What follows belongs to an exercise in optimizing a design on an open flow for small area, a short achievable clock period and few clock cycles; a production flow would make more cautious choices.
The RTL was checked by simulation tests, not by an equivalence proof against the original design.
Power and IR drop assume default switching activity.

--- flow/design.v ---
module alu32 (
    input  [31:0] a,
    input  [31:0] b,         
    input  [31:0] bt,        
    input  [15:0] imm,
    input         sub,       
    input         r_add, r_logic, r_slt, r_sltu, r_shift, r_lui,
    input  [1:0]  lop,       
    input         sh_var, sh_left, sh_arith,
    output [31:0] sum,       
    output        eq,        
    output [31:0] y
);
    wire [31:0] bx = b ^ {32{sub}};
    wire [33:0] s34 = {1'b0, a, 1'b1} + {1'b0, bx, sub};
    assign sum = s34[32:1];
    wire borrow = ~s34[33];                  
    wire lt_s = borrow ^ a[31] ^ b[31];      
    wire [31:0] x_and = a & b;
    wire [31:0] x_or  = a | b;
    wire [31:0] x_xor = a ^ b;
    reg  [31:0] lg;
    always @(*) begin
        case (lop)
            2'd0: lg = x_and;
            2'd1: lg = x_or;
            2'd2: lg = x_xor;
            default: lg = ~x_or;
        endcase
    end
    assign eq = (a == bt);
    wire [4:0] amt = sh_var ? a[4:0] : imm[10:6];
    wire big = sh_var & (|a[31:5]);
    wire fill = sh_arith & bt[31];
    reg [31:0] sv, s0, s1, s2, s3, s4, sr;
    integer i;
    always @(*) begin
        for (i = 0; i < 32; i = i + 1) sv[i] = sh_left ? bt[31 - i] : bt[i];
        s0 = amt[0] ? {fill, sv[31:1]} : sv;
        s1 = amt[1] ? {{2{fill}}, s0[31:2]} : s0;
        s2 = amt[2] ? {{4{fill}}, s1[31:4]} : s1;
        s3 = amt[3] ? {{8{fill}}, s2[31:8]} : s2;
        s4 = amt[4] ? {{16{fill}}, s3[31:16]} : s3;
        if (big) s4 = {32{fill}};
        for (i = 0; i < 32; i = i + 1) sr[i] = sh_left ? s4[31 - i] : s4[i];
    end
    assign y = ({32{r_add}}   & sum)
             | ({32{r_logic}} & lg)
             | ({32{r_shift}} & sr)
             | {31'd0, (r_slt & lt_s) | (r_sltu & borrow)}
             | ({32{r_lui}}   & {imm, 16'd0});
endmodule
module registerfile32 (
    input         clk,
    input         reset,
    input         we,
    input  [4:0]  wa,
    input  [31:0] wd,
    input  [4:0]  ra1,
    input  [4:0]  ra2,
    output [31:0] rd1,
    output [31:0] rd2
);
    reg [31:0] r [1:31];
    wire [31:0] wdg = reset ? 32'd0 : wd;
    genvar i;
    generate
        for (i = 1; i < 32; i = i + 1) begin : g_reg
            wire en = reset | (we & (wa == i));
            always @(posedge clk)
                if (en) r[i] <= wdg;
        end
    endgenerate
    reg [31:0] o1, o2;
    integer k;
    always @(*) begin
        o1 = 32'd0;
        o2 = 32'd0;
        for (k = 1; k < 32; k = k + 1) begin
            o1 = o1 | (r[k] & {32{ra1 == k}});
            o2 = o2 | (r[k] & {32{ra2 == k}});
        end
    end
    assign rd1 = o1;
    assign rd2 = o2;
endmodule
module MISP(
    input           clk,
    input           reset,
    output [31:0]   imem_addr,
    input  [31:0]   imem_data,
    output [31:0]   dmem_addr,
    output [31:0]   dmem_wdata,
    output          dmem_we,
    output          dmem_re,
    input  [31:0]   dmem_rdata
);
    reg  [31:0] pc;
    reg         pend;        
    reg  [16:0] boff;        
    wire [31:0] ins = imem_data;
    wire [5:0]  op  = ins[31:26];
    wire [5:0]  fn  = ins[5:0];
    wire [4:0]  rs  = ins[25:21];
    wire [4:0]  rt  = ins[20:16];
    wire [4:0]  rd  = ins[15:11];
    wire [31:0] pc_inc = pend ? {{13{boff[16]}}, boff, 2'b00} : 32'd4;
    wire [31:0] pc_add = pc + pc_inc;
    wire        is_j   = (op == 6'b000010);
    wire [31:0] pc_nxt = (is_j & ~pend) ? {pc_add[31:28], ins[25:0], 2'b00} : pc_add;
    wire is_r   = (op == 6'b000000);
    wire is_ia  = (op[5:3] == 3'b001);
    wire is_lw  = (op == 6'b100011);
    wire is_sw  = (op == 6'b101011);
    wire is_beq = (op == 6'b000100);
    wire is_bne = (op == 6'b000101);
    wire [4:0] d_wa  = is_r ? rd : rt;
    wire       d_wen = (is_r | is_ia | is_lw) & (d_wa != 5'd0);
    wire       d_sub    = is_r ? (fn[5] & fn[1] & ~fn[2]) : is_ia & (op[2:1] == 2'b01);
    wire       d_radd   = is_r ? (fn[5:2] == 4'b1000) : (is_lw | is_sw | (op[3:1] == 3'b100));
    wire       d_rlogic = is_r ? (fn[5:2] == 4'b1001) : (op[3:2] == 2'b11) & ~(op[1] & op[0]);
    wire [1:0] d_lop    = is_r ? fn[1:0] : op[1:0];
    wire       d_rslt   = is_r ? (fn == 6'b101010) : (op[3:0] == 4'b1010);
    wire       d_rsltu  = is_r ? (fn == 6'b101011) : (op[3:0] == 4'b1011);
    wire       d_rshift = is_r & ~fn[5];
    wire       d_rlui   = (op[3:0] == 4'b1111);
    reg [31:0] e_a, e_b;
    reg [15:0] e_imm;
    reg [4:0]  e_wa;
    reg        e_wen, e_load, e_store, e_beq, e_bne;
    reg        e_useimm, e_sub, e_radd, e_rlogic, e_rslt, e_rsltu, e_rshift, e_rlui;
    reg [1:0]  e_lop;
    reg        e_shvar, e_shleft, e_sharith;
    wire [31:0] e_sum, e_y;
    wire        e_eq;
    alu32 alu (
        .a(e_a), .b(e_useimm ? {{16{e_imm[15]}}, e_imm} : e_b), .bt(e_b),
        .imm(e_imm), .sub(e_sub),
        .r_add(e_radd), .r_logic(e_rlogic), .r_slt(e_rslt), .r_sltu(e_rsltu),
        .r_shift(e_rshift), .r_lui(e_rlui), .lop(e_lop),
        .sh_var(e_shvar), .sh_left(e_shleft), .sh_arith(e_sharith),
        .sum(e_sum), .eq(e_eq), .y(e_y)
    );
    wire [31:0] e_res = e_load ? dmem_rdata : e_y;
    wire        e_taken = (e_beq & e_eq) | (e_bne & ~e_eq);
    wire [31:0] rd1, rd2;
    registerfile32 rf (
        .clk(clk), .reset(reset),
        .we(e_wen), .wa(e_wa), .wd(e_res),
        .ra1(rs), .ra2(rt), .rd1(rd1), .rd2(rd2)
    );
    wire [31:0] d_a = (e_wen && e_wa == rs) ? e_res : rd1;
    wire [31:0] d_b = (e_wen && e_wa == rt) ? e_res : rd2;
    always @(posedge clk) begin
        pc   <= reset ? 32'd0 : pc_nxt;
        pend <= ~reset & e_taken;
        boff <= {e_imm[15], e_imm} - 17'd1;
        e_a   <= d_a;
        e_b   <= d_b;
        e_imm <= ins[15:0];
        e_wa  <= d_wa;
        e_wen   <= ~reset & d_wen;
        e_load  <= ~reset & is_lw;
        e_store <= ~reset & is_sw;
        e_beq   <= ~reset & is_beq;
        e_bne   <= ~reset & is_bne;
        e_useimm  <= ~is_r;
        e_sub     <= d_sub;
        e_radd    <= d_radd;
        e_rlogic  <= d_rlogic;
        e_lop     <= d_lop;
        e_rslt    <= d_rslt;
        e_rsltu   <= d_rsltu;
        e_rshift  <= d_rshift;
        e_rlui    <= d_rlui;
        e_shvar   <= fn[2];
        e_shleft  <= ~fn[1];
        e_sharith <= fn[0];
    end
    assign imem_addr  = pc;
    assign dmem_addr  = e_sum;
    assign dmem_wdata = e_b;
    assign dmem_we    = e_store;
    assign dmem_re    = e_load;
endmodule
--- flow/run.sh ---
#!/bin/bash
# synth_recipe.tcl (not shown) runs the flow's synth.tcl, then flattens the netlist and writes it again
# the make line also repeats each setting of config.mk as NAME=value (left out here)
make -C /OpenROAD-flow-scripts/flow DESIGN_CONFIG=/design/flow/config.mk WORK_HOME=/design/flow/orfs CLKGATE_MAP_FILE= SYNTH_SCRIPT=/design/flow/synth_recipe.tcl finish
--- flow/config.mk ---
export PLATFORM = sky130hd
export DESIGN_NAME = MISP
export DESIGN_NICKNAME = MISP
export VERILOG_FILES = /design/flow/design.v
export SDC_FILE = /design/flow/constraint.sdc
export NUM_CORES = 4
export LEC_CHECK = 0
export CAP_MARGIN = 20
export CORE_MARGIN = 2
export CORE_UTILIZATION = 40
export SLEW_MARGIN = 20
--- flow/constraint.sdc ---
create_clock -name core_clock -period 7.0 [get_ports {clk}]
set_input_delay 1.4000 -clock core_clock [delete_from_list [all_inputs] [get_ports {clk}]]
set_output_delay 1.4000 -clock core_clock [all_outputs]
set_load 0.01 [all_outputs]
==> notes.md <==
## worst max path at each step
| stage | startpoint | endpoint | slack, ps | cells after the start |
|---|---|---|---|---|
| 3_3_place_gp | e_useimm | dmem_addr[30] | 510 | 15 |
| 5_1_grt | e_useimm | dmem_addr[31] | 20 | 15 |
| 2_1_floorplan | e_useimm | rf.r[10][31] | 1490 | 17 |
| 6_report | e_useimm | dmem_addr[31] | 230 | 15 |
| 3_5_place_dp | e_useimm | dmem_addr[30] | 570 | 15 |
| 4_1_cts | e_useimm | dmem_addr[30] | 10 | 15 |
## per-layer routing
| metal | vias up | track usage, % |
|---|---|---|
| li1 | 19102 | - |
| met1 | 24441 | 46.05 |
| met2 | 5524 | 56.46 |
| met3 | 1760 | 17.09 |
| met4 | 28 | 30.72 |
| met5 | - | 0 |
## state kept, by name, summed over array words and instances (netlist names), 2 cells and up
name,cells
e_wa,5
rf.r,992
e_imm,16
e_a,32
e_b,32
boff,17
e_lop,2
pc,30
## power groups by stage
stage	clock [mW]	combinational, mW	sequential [mW]
floorplan	0	1.68	8.60
finish	6.23	3.43	8.74
global placement	0	3.25	8.84
detailed placement	0	3.25	8.84
CTS	6.21	3.26	8.70
global route	6.47	3.52	8.76
## repair_timing
action                                  in CTS  in global routing
gates resized for setup                      2                  2
hold buffers                                 0                  0
endpoints found under the setup margin       2                  3
## cell type report
type                       instances  area, µm²
inverter                         127      478.0
clock buffer                     143       3148
antenna                           11      27.53
multi-input combinational       2954      22550
sequential                      1141      32780
clock inverter                    72      604.3
timing repair buffer             411       3637
tap                             1876       2347
fill                           12409      73960
## cells by family after synthesis
| family | count (synthesis) | share of synthesized area [%] |
|---|---|---|
| compound gates | 1575 | 21.87 |
| flops | 1141 | 58.23 |
| simple gates | 957 | 8.253 |
| buf+inv | 466 | 3.201 |
| mux | 157 | 3.490 |
| xor+xnor | 136 | 2.117 |
| fa+ha+maj | 127 | 2.837 |
| other cells | 1 | 0.006663 |
## layout by cell type (no fill, tap or decap), drive strengths merged, types with 144 or more instances in the layout
| master | synthesis | layout |
|---|---|---|
| buf | 49 | 250 |
| edfxtp | 992 | 992 |
| dfxtp | 149 | 149 |
| nor2 | 206 | 206 |
| a21oi | 172 | 172 |
| a22oi | 206 | 206 |
| a221oi | 372 | 372 |
| a22o | 355 | 355 |
| nand2 | 261 | 261 |
| clkbuf | 290 | 144 |
| clkdlybuf4s50 | 0 | 160 |
## critical path, cell delays in order (launching register included)
cell	delay (ps)
dfxtp_2	500
clkinv_2	310
nor2_1	200
buf_4	250
a21oi_1	130
xnor2_1	190
ha_1	370
a21o_1	220
a21oi_1	200
o21ai_0	180
a41oi_1	410
nor2_1	100
a2111o_1	390
or3_1	440
inv_1	130
clkdlybuf4s50_1	550
==> reports/metrics.cfg <==
[sta]
fin_crit_sh_pct=96.69
period_needed_ps=6768
fin_skew_ps=56.45
tightest_slew_ps=1390
slew_headroom_pct=6.597
setup_viol=0
max_freq_mhz=147.7
fin_ws_ps=231.5
rsz0062_at_grt=no
hold_viol_final=0
finalMaxSlewViolations=0
hold_ws_ps=467.7
setup_tns_ps=0

[clocking]
cts_tree=done
clock_tree.root_cell=clkbuf_16
cts_setup_buffers=0
clk_latency_ps=770
cts_sinks=1141
clock_path_buffers=3
numCtsBuffers=114
htreeDepth=3
clkTransAtPathRegs_ps=80

[route]
route.met2.wl_um=118900
ant_nets=0
drcViolationCount=0
drt_first_pass_iters=13
highest_layer=met5
dr_wl_met3_um=47140
wl_met1_um=95500
drt_wl_total_um=291200
vias=50855
avgViaCountPerCell=7.551
wire_per_inst_um=43.24
drtIter0Drc=11880

[synth]
synthFlopType=edfxtp_1
syn_area_mm2=0.05628
synth_top_area_share_pct=52.93
netlist_instances=4560
async_flop_share_pct=0
synth.area.top_cells=edfxtp_1 53%, a221oi_1 5.8%, a22o_1 5.5%
ys_warn_count=4
syn_area_per_cell_um2=12.34
ys_types=86
yosys-top-cells-count=992 x edfxtp_1, 372 x a221oi_1, 355 x a22o_1, 289 x clkbuf_1, 261 x nand2_1
yosysMostFrequentCell=edfxtp_1
yosysSeqAreaShare_pct=58.23
synth-edff-count=992
synth-seq-cells=1141
yosys.area.top_type=edfxtp_1

[placement]
place_congestion=1.034
dp_slack_ps=565.8
dp_hpwl_um=182400
dp.cells=6506
place_area_mm2=0.06169
port_buffers=161

[floorplan]
core-area_mm2=0.1395
initial_utilization_pct=40.33
ios=164
die_h_um=379.1
num_rows=137
die_width_um=379.1
dieArea_mm2=0.1437

[critical_path]
start_kind=register
reg2reg_slack_ps=1190
timing.rr.end=rf.r[24][15]
critPathRequiredTime_ps=5600
crit_arrival_ps=5370
crit_fanout=17
worstReg2RegStart=e_useimm
reg2regPathDepth=14
crit_type=reg -> out
cp-end-kind=output pin

[power_and_ir_drop]
switching_power_mw=5.704
p_int_mw=12.71
power_leakage_nw=23.68
ir_worst_vdd_mv=0.2086
power.share.switching_pct=30.98
power_density_mw_per_mm2=280.8
comb_power_share_pct=18.7
power_mw=18.41
power_frac_seq_pct=47.5
power.share.clock_pct=33.9

[min_path]
worstHoldStart=e_bne
hold_class=reg -> reg
holdPathStages=2
hold_path_end=pend

[grt]
antenna_found_initial=15
grt_max_degree=54
overflow=0
grt_pass1_wl_um=388200
grt_pass1_vias=46926
grtUsageTotal_pct=39.37

[final_layout]
stdcell_count=6735
num-nets-final=4942
final_area_mm2=0.06557
syn_to_final_growth_pct=16.51
fin_util_pct=47.00
drive_above_1_share_pct=12.75

[run_status]
status=timing/DRC/antenna clean

[job]
cap_violations=0

Testbench counts, summed over its fixed seeds: cycles 408,638.

[separate check: timing with driven ports]
Ports are ideal in the flow. The routed layout listed here was re-timed in OpenROAD. Step 1 sets driving cells, clkbuf_16 on the clock port and buf_2 on the other inputs (assumed; they add their load-dependent delay and slew). Step 2 also shifts input and output timing later by t, the mid clock arrival at the registers, as if the neighbouring blocks saw the same clock. Three values: ideal ports, drivers, drivers and shift; two values: the first two.
shift t [ns]: 0.825
setup WS [ns]: 0.232 / 0.153 / 0.978
worst data-port slew with drivers (ns): 0.06
After both steps this run still meets setup and hold. For this run, drivers alone change the setup slack by -0.079 ns; drivers and shift together by +0.746 ns.
